From an optimization exercise on the open Yosys and OpenROAD flow, aimed at small area, a short achievable clock period and few clock cycles per item; shortcuts taken in it are not production practice.
At most, simulation tests tie the RTL to the original design; equivalence was not proved.

the previous run:
Design main, start of the top module:
module main (
    input wire [15:0] v, x,
    input wire clk, reset, start,
    output wire done,
    output wire [15:0] final_result
);
Size in the first run: roughly 12000 um2 of cells after synthesis.
==> module main, before the edit <==
module main (
    input wire [15:0] v, x,
    input wire clk, reset, start,
    output wire done,
    output wire [15:0] final_result
);
    reg [5:0] p;
    reg done_r;
    reg [14:0] X2;
    reg [13:0] T;
    reg [15:0] F;
    wire [9:0] u1;
    pre85 p85 (.X2(X2), .u1(u1));
    wire [8:0] a23;
    pre2 p23 (.T(T), .s(p[2]), .q(a23));
    wire [8:0] t9 = T[8:0];
    wire k1 = (t9 != 9'd0), k2 = (t9 >= 9'd90), k3 = (t9 >= 9'd179);
    wire k4 = (t9 >= 9'd268), k5 = (t9 >= 9'd357), k6 = (t9 >= 9'd446);
    wire [2:0] a4 = {k4, (k2 & ~k4) | k6, (k1 & ~k2) | (k3 & ~k4) | (k5 & ~k6)};
    wire [13:0] ra = p[1] ? 14'd2048 : F[13:0];
    wire [13:0] rb = p[1] ? {1'b1, ~X2[14:1]} : T;
    wire [14:0] rc;
    wire [13:0] acc_n;
    assign rc[0] = p[1] & ~X2[0];
    genvar i;
    generate
        for (i = 0; i < 14; i = i + 1) begin : rip
            assign acc_n[i] = ra[i] ^ rb[i] ^ rc[i];
            assign rc[i+1] = (ra[i] & rb[i]) | (ra[i] & rc[i]) | (rb[i] & rc[i]);
        end
    endgenerate
    wire [13:0] accf = F[13:0] + T;
    wire [13:0] A = ({14{p[0]}} & x[13:0]) | ({14{p[1]}} & {4'b0, u1}) |
                    ({14{p[2] | p[3]}} & {5'b0, a23}) | ({14{p[4]}} & {11'b0, a4}) |
                    ({14{p[5]}} & accf);
    wire [15:0] B = ({16{p[0]}} & {{2{x[13]}}, x[13:0]}) | ({16{p[5]}} & v) |
                    ({16{~p[0] & ~p[5]}} & {1'b0, X2});
    wire [15:0] P;
    bmul mul (.a(A), .b(B), .neg(p[2] | p[4]), .p(P));
    always @(posedge clk) begin
        if (reset) begin
            p <= 6'b000001;
            done_r <= 1'b0;
        end else begin
            if (p[0]) begin
                if (start) begin p <= 6'b000010; done_r <= 1'b0; end
            end else begin
                p <= {p[4:0], p[5]};
                if (p[5]) done_r <= 1'b1;
            end
        end
    end
    always @(posedge clk) begin
        if (p[0]) X2 <= P[14:0];
        T <= P[13:0];
        if (p[5]) F <= P;
        else if (!p[0]) F[13:0] <= acc_n;
    end
    assign done = done_r;
    assign final_result = F;
endmodule
==> flow/config.mk <==
export PLATFORM = sky130hd
export DESIGN_NAME = main
export DESIGN_NICKNAME = main
export VERILOG_FILES = /design/flow/design.v
export SDC_FILE = /design/flow/constraint.sdc
export NUM_CORES = 4
export LEC_CHECK = 0
export ABC_AREA = 1
export CAP_MARGIN = 20
export CORE_MARGIN = 2
export CORE_UTILIZATION = 40
export SETUP_SLACK_MARGIN = 4.0
export SLEW_MARGIN = 20
==> flow/constraint.sdc <==
create_clock -name core_clock -period 13.0 [get_ports {clk}]
set_input_delay 2.6000 -clock core_clock [delete_from_list [all_inputs] [get_ports {clk}]]
set_output_delay 2.6000 -clock core_clock [all_outputs]
set_load 0.01 [all_outputs]
standard.sh (not shown) runs the stock make flow with config.mk's settings and CLKGATE_MAP_FILE= SYNTH_SCRIPT=/design/flow/synth_recipe.tcl, a recipe that flattens the netlist after the stock synthesis.
==> flow/flow/run.sh <==
#!/bin/bash
# The standard layout (standard.sh) with two changes:
#  - the ports get plain buf_2 buffers instead of the delay cells buffer_ports
#    picks by default (every port still gets its buffer);
#  - after the standard synthesis, flow/polopt.py chooses the polarity of each
#    full-adder cell (a full adder is self-dual) so that fewer inverters are
#    needed between adder cells, and rebuilds a half adder from plain gates
#    (xnor2, nand2) where its outputs are wanted inverted. Registers and their
#    names are untouched.
# Each tool's output goes to its own log file in this folder.
set -euo pipefail
export BUFFER_PORTS_ARGS="-buffer_cell sky130_fd_sc_hd__buf_2"
RES="$PWD/orfs/results/sky130hd/main/base"
bash standard.sh "$RES/1_2_yosys.v" > synth.log 2>&1
python3 flow/polopt.py "$RES/1_2_yosys.v" "$RES/1_2_yosys_pol.v" > polopt.log 2>&1
mv "$RES/1_2_yosys_pol.v" "$RES/1_2_yosys.v"
bash standard.sh > standard_flow.log 2>&1
Other scripts of this flow, unchanged in this note and not shown: flow/flow/polopt.py
Testbench counts of the previous run, summed over its fixed seeds: cycles 14,400, items 2,400.
## Diff of input files: the current run against the previous run
==> flow/design.v, changed modules only <==
module main (
    input wire [15:0] v, x,
    input wire clk, reset, start,
    output wire done,
    output wire [15:0] final_result
);
    reg [5:0] p;
    reg done_r;
    reg [14:0] X2;
    reg [14:0] T;    
    reg [15:0] F;
    wire [9:0] u1;
    pre85 p85 (.X2(T), .u1(u1));    
    wire [8:0] a23;
    pre2 p23 (.T(T[13:0]), .s(p[2]), .q(a23));
    wire [8:0] t9 = T[8:0];
    wire k1 = (t9 != 9'd0), k2 = (t9 >= 9'd90), k3 = (t9 >= 9'd179);
    wire k4 = (t9 >= 9'd268), k5 = (t9 >= 9'd357), k6 = (t9 >= 9'd446);
    wire [2:0] a4 = {k4, (k2 & ~k4) | k6, (k1 & ~k2) | (k3 & ~k4) | (k5 & ~k6)};
    wire [13:0] ra = p[1] ? 14'd2048 : F[13:0];
    wire [13:0] rb = p[1] ? {1'b1, ~T[14:1]} : T[13:0];
    wire [14:0] rc;
    wire [13:0] acc_n;
    assign rc[0] = p[1] & ~T[0];
    genvar i;
    generate
        for (i = 0; i < 14; i = i + 1) begin : rip
            assign acc_n[i] = ra[i] ^ rb[i] ^ rc[i];
            assign rc[i+1] = (ra[i] & rb[i]) | (ra[i] & rc[i]) | (rb[i] & rc[i]);
        end
    endgenerate
    wire [13:0] accf = F[13:0] + T[13:0];
    wire [13:0] A = ({14{p[0]}} & x[13:0]) | ({14{p[1]}} & {4'b0, u1}) |
                    ({14{p[2] | p[3]}} & {5'b0, a23}) | ({14{p[4]}} & {11'b0, a4}) |
                    ({14{p[5]}} & accf);
    wire [15:0] B = ({16{p[0]}} & {{2{x[13]}}, x[13:0]}) | ({16{p[5]}} & v) |
                    ({16{~p[0] & ~p[5]}} & {1'b0, X2});
    wire [15:0] P;
    bmul mul (.a(A), .b(B), .neg(p[2] | p[4]), .p(P));
    always @(posedge clk) begin
        if (reset) begin
            p <= 6'b000001;
            done_r <= 1'b0;
        end else begin
            if (p[0]) begin
                if (start) begin p <= 6'b000010; done_r <= 1'b0; end
            end else begin
                p <= {p[4:0], p[5]};
                if (p[5]) done_r <= 1'b1;
            end
        end
    end
    always @(posedge clk) begin
        if (p[0]) X2 <= P[14:0];
        T <= P[14:0];
        if (p[5]) F <= P;
        else if (!p[0]) F[13:0] <= acc_n;
    end
    assign done = done_r;
    assign final_result = F;
endmodule
The current run | stages: all done | timing, DRC, antenna: all pass. The current run vs the previous run: hold slack up in the current run. Compared with the previous run, in the current run count of final hold-check violations comparable; count of plain and timing-repair buffers went down. Post-route fraction of the period consumed by the critical path: the current run > the previous run. A master of the slowest instance on the critical path of sky130_fd_sc_hd__dfxtp_1 is what the current run shows, while sky130_fd_sc_hd__fa_1 belongs to the previous run.
Function not checked in the current run: the RTL went through the layout flow alone.

static timing again, ports no longer ideal:
Ports are ideal in the flow. The routed layouts listed here were re-timed in OpenROAD. Step 1 (the two cells are an assumption about what drives the block):
set clk [get_ports {clk}]
set_driving_cell -lib_cell sky130_fd_sc_hd__clkbuf_16 $clk
set_driving_cell -lib_cell sky130_fd_sc_hd__buf_2 [delete_from_list [all_inputs] $clk]
Step 2 adds t to the input delays and takes it off the output delays; t is the mean of the earliest and latest rising clock arrival at the registers after step 1. Input paths then give back, and output paths get back, about the clock's delay inside the block. Slacks: ideal ports / drivers / drivers and shift; pairs: ideal ports / drivers.
run	shift t [ns]	setup slack, ns	clock arrival spread, ns
the previous run	0.337	4.580 / 4.596 / 4.259	0.009 / 0.008
the current run	0.342	4.543 / 4.543 / 4.360	0.014 / 0.014
After both steps every run listed still meets setup and hold. The setup slack of the previous run, which loses most, moves by +0.016 ns with the drivers and by -0.321 ns with both steps.
